This is an optimization exercise on Yosys and OpenROAD, whose aim is small area, not a production implementation.
The RTL was checked by simulation tests, not by an equivalence proof against the original design.
No driver is modelled on the clock port, so clock power and skew are understated where the tree is cut down; a real chip needs a root buffer or a tree.
Power and IR drop assume default switching activity.

Design led_controller, start of the top module:
module led_controller # (
    parameter T0H = 30,
    parameter T1H = 60,
    parameter T0L = 90,
    parameter T1L = 60,
    parameter TRST = 8000,
    parameter ADDR_WIDTH = 32,
    parameter PIXEL_WIDTH = 24,
    parameter PIXEL_OFFSET = 4
)(
        input wire clk,
        input wire aresetn,
        input wire [ADDR_WIDTH - 1:0] dout,
        output wire [ADDR_WIDTH - 1:0] addr,
        output wire en,
        output wire led_data,
        output wire [3:0] web,
        output wire rst
    );
Size: about 400 cells after synthesis, about 110 flip-flops, roughly 73 I/O pins.
clock: 10.0 ns
lec_check: 0
cap_margin: 20
core_margin: 2
core_utilization: 40
slew_margin: 20
standard.sh (not shown) runs the stock make flow with config.mk's settings and CLKGATE_MAP_FILE= SYNTH_SCRIPT=/design/flow/synth_recipe.tcl, a recipe that flattens the netlist after the stock synthesis.
==> flow/flow/run.sh <==
#!/bin/bash
# Layout flow: the standard ORFS flow (standard.sh) with these changes:
# * synthesis maps the logic with an area-recovering ABC script (flow/area.abc)
#   instead of ORFS's delay script; everything else in synthesis, including
#   the registers, is the standard synthesis (synth_recipe.tcl), except
#   that adders are left to ABC rather than premapped to half-adder cells;
# * the input and output ports are buffered with the smallest buffer;
# * the constant outputs share one tie cell;
# * after ORFS's clock tree synthesis, flow/clocktree.tcl rebuilds the clock
#   tree as one level of four buffers fed by the clock port, each driving the
#   flip-flops of one quarter of the layout; routing and the rest then run as
#   usual (with their timing repair).
# make's output goes to flow_make.log, the clock tree step's to clocktree.log;
# each ORFS step's own log is under orfs/logs/.
set -euo pipefail
W=$PWD
sed 's#^\( *\)log_cmd abc {\*}\$abc_args#\1set abc_args [lreplace $abc_args 1 1 '"$W"'/flow/area.abc]\n\1log_cmd abc {*}$abc_args#' \
    "$FLOW_HOME/scripts/synth.tcl" > my_synth.tcl
grep -q "flow/area.abc" my_synth.tcl
sed "s#source \$::env(SCRIPTS_DIR)/synth.tcl#source $W/my_synth.tcl#" synth_recipe.tcl > my_synth_recipe.tcl
grep -q "my_synth.tcl" my_synth_recipe.tcl
sed "s#SYNTH_SCRIPT=[^ ]*#SYNTH_SCRIPT=$W/my_synth_recipe.tcl#" standard.sh > my_standard.sh
grep -q "my_synth_recipe.tcl" my_standard.sh
export BUFFER_PORTS_ARGS="-buffer_cell sky130_fd_sc_hd__buf_1"
export SKIP_REPAIR_TIE_FANOUT=1
export ADDER_MAP_FILE=
export GPL_KEEP_OVERFLOW=0
export CTS_ARGS="-sink_clustering_enable -repair_clock_nets -dont_use_dummy_load -buf_list sky130_fd_sc_hd__clkbuf_8"
bash my_standard.sh synth floorplan place cts > flow_make.log 2>&1
R=orfs/results/$FLOW_PLATFORM/led_controller/base
LIB_FILE=$FLOW_HOME/platforms/$FLOW_PLATFORM/lib/sky130_fd_sc_hd__tt_025C_1v80.lib \
PLATFORM_DIR=$FLOW_HOME/platforms/$FLOW_PLATFORM \
IN_ODB=$R/4_cts.odb IN_SDC=$R/4_cts.sdc OUT_ODB=$R/4_cts.odb \
NLEAF=4 LEAF_BUF=sky130_fd_sc_hd__buf_12 CLK_PORT=clk \
    openroad -no_init -exit flow/clocktree.tcl > clocktree.log 2>&1
bash my_standard.sh finish >> flow_make.log 2>&1
Other scripts of this flow, unchanged in this note and not shown: flow/flow/area.abc, flow/flow/clocktree.tcl
The starting point completed without violations.
Next try:
--- a/flow/flow/run.sh
+++ b/flow/flow/run.sh
@@ -25,5 +25,4 @@
 export SKIP_REPAIR_TIE_FANOUT=1
 export ADDER_MAP_FILE=
-export GPL_KEEP_OVERFLOW=0
 export CTS_ARGS="-sink_clustering_enable -repair_clock_nets -dont_use_dummy_load -buf_list sky130_fd_sc_hd__clkbuf_8"
 bash my_standard.sh synth floorplan place cts > flow_make.log 2>&1
=> Utilization goes down by 0.12 points. Power falls by 1.0%. Worst setup slack degrades by 0.036 ns. Sequential cell count does not change. Via count barely changes. Hold slack hardly moves. Routed wire length came out lower by 1.0%. Maximum frequency is lower by 0.52%.
Next try:
--- a/flow/flow/run.sh
+++ b/flow/flow/run.sh
@@ -25,4 +25,5 @@
 export SKIP_REPAIR_TIE_FANOUT=1
 export ADDER_MAP_FILE=
+export SYNTH_INSBUF=0
 export CTS_ARGS="-sink_clustering_enable -repair_clock_nets -dont_use_dummy_load -buf_list sky130_fd_sc_hd__clkbuf_8"
 bash my_standard.sh synth floorplan place cts > flow_make.log 2>&1
--- a/flow/config.mk
+++ b/flow/config.mk
@@ -9,3 +9,4 @@
 export CORE_MARGIN = 2
 export CORE_UTILIZATION = 40
+export GPL_TIMING_DRIVEN = 0
 export SLEW_MARGIN = 20
After rerunning: The new run passed the timing, design-rule and antenna checks; routed wire length is about the same; core utilization went up by 2.9 points; final cell count shrinks by 1.0%; sequential share of layout area barely changes; clock power increases by about 4%.
In every run of this note, the design's own scripts or RTL, not TritonCTS, make the clock network.

== build 16 ==
The RTL this note starts from:
==> flow/design.v <==
`timescale 1ns / 1ps
module led_controller # (
    parameter T0H = 30,
    parameter T1H = 60,
    parameter T0L = 90,
    parameter T1L = 60,
    parameter TRST = 8000,
    parameter ADDR_WIDTH = 32,
    parameter PIXEL_WIDTH = 24,
    parameter PIXEL_OFFSET = 4
)(
        input wire clk,
        input wire aresetn,
        input wire [ADDR_WIDTH - 1:0] dout,
        output wire [ADDR_WIDTH - 1:0] addr,
        output wire en,
        output wire led_data,
        output wire [3:0] web,
        output wire rst
    );
    localparam Advance = 3'd0;
    localparam RequestPixelCount = 3'd1;
    localparam WaitForPixelCount = 3'd2;
    localparam SetPixelCount = 3'd3;
    localparam IsValidToContinue = 3'd4;
    localparam WaitForPixelValue = 3'd5;
    localparam GetPixelValue = 3'd6;
    localparam Sending = 3'd7;
    localparam [6:0] TSTART = 7'd3;                  
    localparam [6:0] TBIT = 7'd128 - (T0H + T0L + 2);  
    localparam [12:0] LSTART = 13'd8191 - TRST;      
    reg [2:0] cst;
    reg [31:0] pixelCount;
    reg [31:0] pixelIndex;
    reg [23:0] pixel;
    reg latch;       
    reg last;        
    reg tx;
    reg [4:0] tb;
    reg [6:0] tt;
    assign addr = {pixelIndex[29:0], 2'b00};
    assign web = 4'b0000;
    assign rst = 1'b0;
    wire tpre = !latch && tt < TBIT;                
    wire twait = !latch && tt == TSTART + 7'd1;
    wire tgo = !latch && tt == TSTART + 7'd2;
    wire tbitend = !latch && tt == 7'd127;
    wire hold = twait && cst != Sending;
    wire eq = pixelIndex == pixelCount;
    wire pcheck = !latch && tb == 5'd8 && tt == TBIT + 7'd2;
    wire check = cst == IsValidToContinue || pcheck;
    wire [12:0] tnext = {tx, tb, tt} + 13'd1;
    wire tpend = tb == 5'd31 && tt == 7'd127 && (tx || !latch);
    always @(posedge clk) begin
        if (!aresetn) begin
            latch <= 1'b0;
            tb <= 5'd8;
            tt <= TSTART;
        end else if (hold) begin
        end else if (tgo && last) begin
            latch <= 1'b1;
            {tx, tb, tt} <= LSTART;
        end else begin
            if (tpend)
                latch <= 1'b0;
            tx <= tnext[12];
            tb <= tnext[11:7] | (tpend ? 5'd8 : 5'd0);
            tt <= tnext[6:0] | (tpend ? TSTART : tbitend ? TBIT : 7'd0);
        end
    end
    always @(posedge clk) begin
        if (tpre)
            pixel <= dout[23:0];
    end
    assign led_data = !latch && tt > TBIT
        && tt <= (pixel[~tb] ? TBIT + T1H + 7'd1 : TBIT + T0H + 7'd1);
    always @(posedge clk) begin
        if (!aresetn)
            cst <= Advance;
        else case (cst)
            IsValidToContinue: cst <= eq ? RequestPixelCount : WaitForPixelValue;
            Sending: if (latch && last) cst <= Advance;
            default: cst <= cst + 3'd1;
        endcase
    end
    always @(posedge clk) begin
        if (!aresetn)
            last <= 1'b0;
        else if (pcheck && eq)
            last <= 1'b1;
        else if (cst == Advance)
            last <= 1'b0;
    end
    assign en = cst == WaitForPixelCount || cst == WaitForPixelValue
        || (!latch && tb == 5'd8 && tt == TBIT + 7'd3 && !last);
    always @(posedge clk) begin
        if (cst == RequestPixelCount)
            pixelIndex <= 32'd0;
        else if (check && !eq)
            pixelIndex <= pixelIndex + 32'd1;
    end
    always @(posedge clk) begin
        if (cst == SetPixelCount)
            pixelCount <= dout;
    end
endmodule
==> flow/config.mk <==
export PLATFORM = sky130hd
export DESIGN_NAME = led_controller
export DESIGN_NICKNAME = led_controller
export VERILOG_FILES = /design/flow/design.v
export SDC_FILE = /design/flow/constraint.sdc
export NUM_CORES = 4
export LEC_CHECK = 0
export CAP_MARGIN = 20
export CORE_MARGIN = 2
export CORE_UTILIZATION = 40
export SLEW_MARGIN = 20
==> flow/constraint.sdc <==
create_clock -name core_clock -period 10.0 [get_ports {clk}]
set_input_delay 2.0000 -clock core_clock [delete_from_list [all_inputs] [get_ports {clk}]]
set_output_delay 2.0000 -clock core_clock [all_outputs]
set_load 0.01 [all_outputs]
==> flow/flow/run.sh <==
#!/bin/bash
# Layout flow: the standard ORFS flow (standard.sh) with these changes:
# * synthesis maps the logic with an area-recovering ABC script (flow/area.abc)
#   instead of ORFS's delay script; everything else in synthesis, including
#   the registers, is the standard synthesis (synth_recipe.tcl);
# * the input and output ports are buffered with the smallest buffer;
# * the constant outputs share one tie cell;
# * after ORFS's clock tree synthesis, flow/clocktree.tcl rebuilds the clock
#   tree as one level of four buffers fed by the clock port, each driving the
#   flip-flops of one quarter of the layout; routing and the rest then run as
#   usual (with their timing repair).
# make's output goes to flow_make.log, the clock tree step's to clocktree.log;
# each ORFS step's own log is under orfs/logs/.
set -euo pipefail
W=$PWD
sed 's#^\( *\)log_cmd abc {\*}\$abc_args#\1set abc_args [lreplace $abc_args 1 1 '"$W"'/flow/area.abc]\n\1log_cmd abc {*}$abc_args#' \
    "$FLOW_HOME/scripts/synth.tcl" > my_synth.tcl
grep -q "flow/area.abc" my_synth.tcl
sed "s#source \$::env(SCRIPTS_DIR)/synth.tcl#source $W/my_synth.tcl#" synth_recipe.tcl > my_synth_recipe.tcl
grep -q "my_synth.tcl" my_synth_recipe.tcl
sed "s#SYNTH_SCRIPT=[^ ]*#SYNTH_SCRIPT=$W/my_synth_recipe.tcl#" standard.sh > my_standard.sh
grep -q "my_synth_recipe.tcl" my_standard.sh
export BUFFER_PORTS_ARGS="-buffer_cell sky130_fd_sc_hd__buf_1"
export SKIP_REPAIR_TIE_FANOUT=1
export CTS_ARGS="-sink_clustering_enable -repair_clock_nets -dont_use_dummy_load -buf_list sky130_fd_sc_hd__clkbuf_8"
bash my_standard.sh synth floorplan place cts > flow_make.log 2>&1
R=orfs/results/$FLOW_PLATFORM/led_controller/base
LIB_FILE=$FLOW_HOME/platforms/$FLOW_PLATFORM/lib/sky130_fd_sc_hd__tt_025C_1v80.lib \
PLATFORM_DIR=$FLOW_HOME/platforms/$FLOW_PLATFORM \
IN_ODB=$R/4_cts.odb IN_SDC=$R/4_cts.sdc OUT_ODB=$R/4_cts.odb \
NLEAF=4 LEAF_BUF=sky130_fd_sc_hd__buf_12 CLK_PORT=clk \
    openroad -no_init -exit flow/clocktree.tcl > clocktree.log 2>&1
bash my_standard.sh finish >> flow_make.log 2>&1
==> flow/flow/area.abc <==
&get -n
&st
&deepsyn -T 30
&dch -f
&nf -R 1000 -p
&put
topo
Other scripts of this flow, unchanged in this note and not shown: flow/flow/clocktree.tcl
The following lists how build 88 was set up differently from build 16:
-- flow/flow/run.sh --
<<< build 16, line 5
#   the registers, is the standard synthesis (synth_recipe.tcl);
>>> build 88, line 5
#   the registers, is the standard synthesis (synth_recipe.tcl), except
#   that adders are left to ABC rather than premapped to half-adder cells;
<<< build 16, line 25
>>> build 88, line 26
export ADDER_MAP_FILE=
-- flow/flow/area.abc --
<<< build 16, line 3
&deepsyn -T 30
>>> build 88, line 3
&deepsyn -T 20
&dch -f
&nf -R 1000 -p
&st
&deepsyn -T 20
==> results.txt <==
On build 88: cell count after synthesis is about 11% lower than what build 16 gave.
Against build 16, build 88 comes in 8.6% lower on core area.
Compare build 16 and build 88 | worst setup slack after placement higher: build 16
Sort build 16 and build 88 by combinational fraction of design power, descending, and build 16 comes first.
Re design area: build 16 and build 88 aren't equal, and the lower value belongs to build 88.
> inputs changed (build 88 -> build 13)
Settings: changing CORE_UTILIZATION from 40 to 70.
Findings:
Against build 88 as the reference, build 13 delivers a higher met1 routing resource usage after global routing. Re total power consumption of the routed design: build 88 and build 13 aren't equal, and the higher value belongs to build 88. Build 88 reports its timing startpoint of the critical path as pixelIndex[25] while build 13 reports pixelIndex[22]. Area of all placed cells without fillers (higher): build 88. Relative to build 88, the die area of build 13 is lower by 0.0050 sq mm. Per the comparison of build 13 with build 88, switching portion of total power went down by 0.81 points; routed wire length shows a reduction of 8.0%; final critical-path share of the clock period picked up an extra 0.19 points; share of the synthesized area in compound gates (AO/OA/AOI/OAI) closely matched the old numbers; maximum cell stage delay along the critical path went up.
In every run of this note, the design's own scripts or RTL, not TritonCTS, make the clock network.

afterwards: timing with drivers on the ports:
The results above use ideal ports. As a check the final layouts listed here were re-extracted and re-timed, cells and wires unchanged.
Step 1 sets driving cells, clkbuf_16 on the clock port and buf_2 on the other inputs (assumed; they add their load-dependent delay and slew).
Step 2 also shifts input and output timing later by t, the mid clock arrival at the registers, as if the neighbouring blocks saw the same clock.
Three values: ideal ports, drivers, drivers and shift; two values: the first two.
| run | t (ns) | setup slack, ns | worst hold slack (ns) | clock arrival spread, ns | pins driven straight from the clock port |
|---|---|---|---|---|---|
| the first run of note 1 | 0.219 | 3.098 / 3.098 / 3.098 | 0.484 / 0.484 / 0.484 | 0.010 / 0.010 | 4 |
| the second run of note 1 | 0.217 | 3.062 / 3.062 / 3.062 | 0.482 / 0.482 / 0.482 | 0.012 / 0.011 | 4 |
| the third run of note 1 | 0.224 | 2.607 / 2.607 / 2.607 | 0.481 / 0.482 / 0.482 | 0.015 / 0.015 | 4 |
| build 16 | 0.221 | 4.612 / 4.596 / 4.612 | 0.514 / 0.514 / 0.514 | 0.008 / 0.008 | 4 |
| build 88 | 0.224 | 3.568 / 3.568 / 3.568 | 0.524 / 0.524 / 0.524 | 0.014 / 0.014 | 4 |
| build 13 | 0.216 | 3.549 / 3.549 / 3.549 | 0.528 / 0.528 / 0.528 | 0.014 / 0.014 | 4 |
After both steps setup and hold are still met in every run listed.
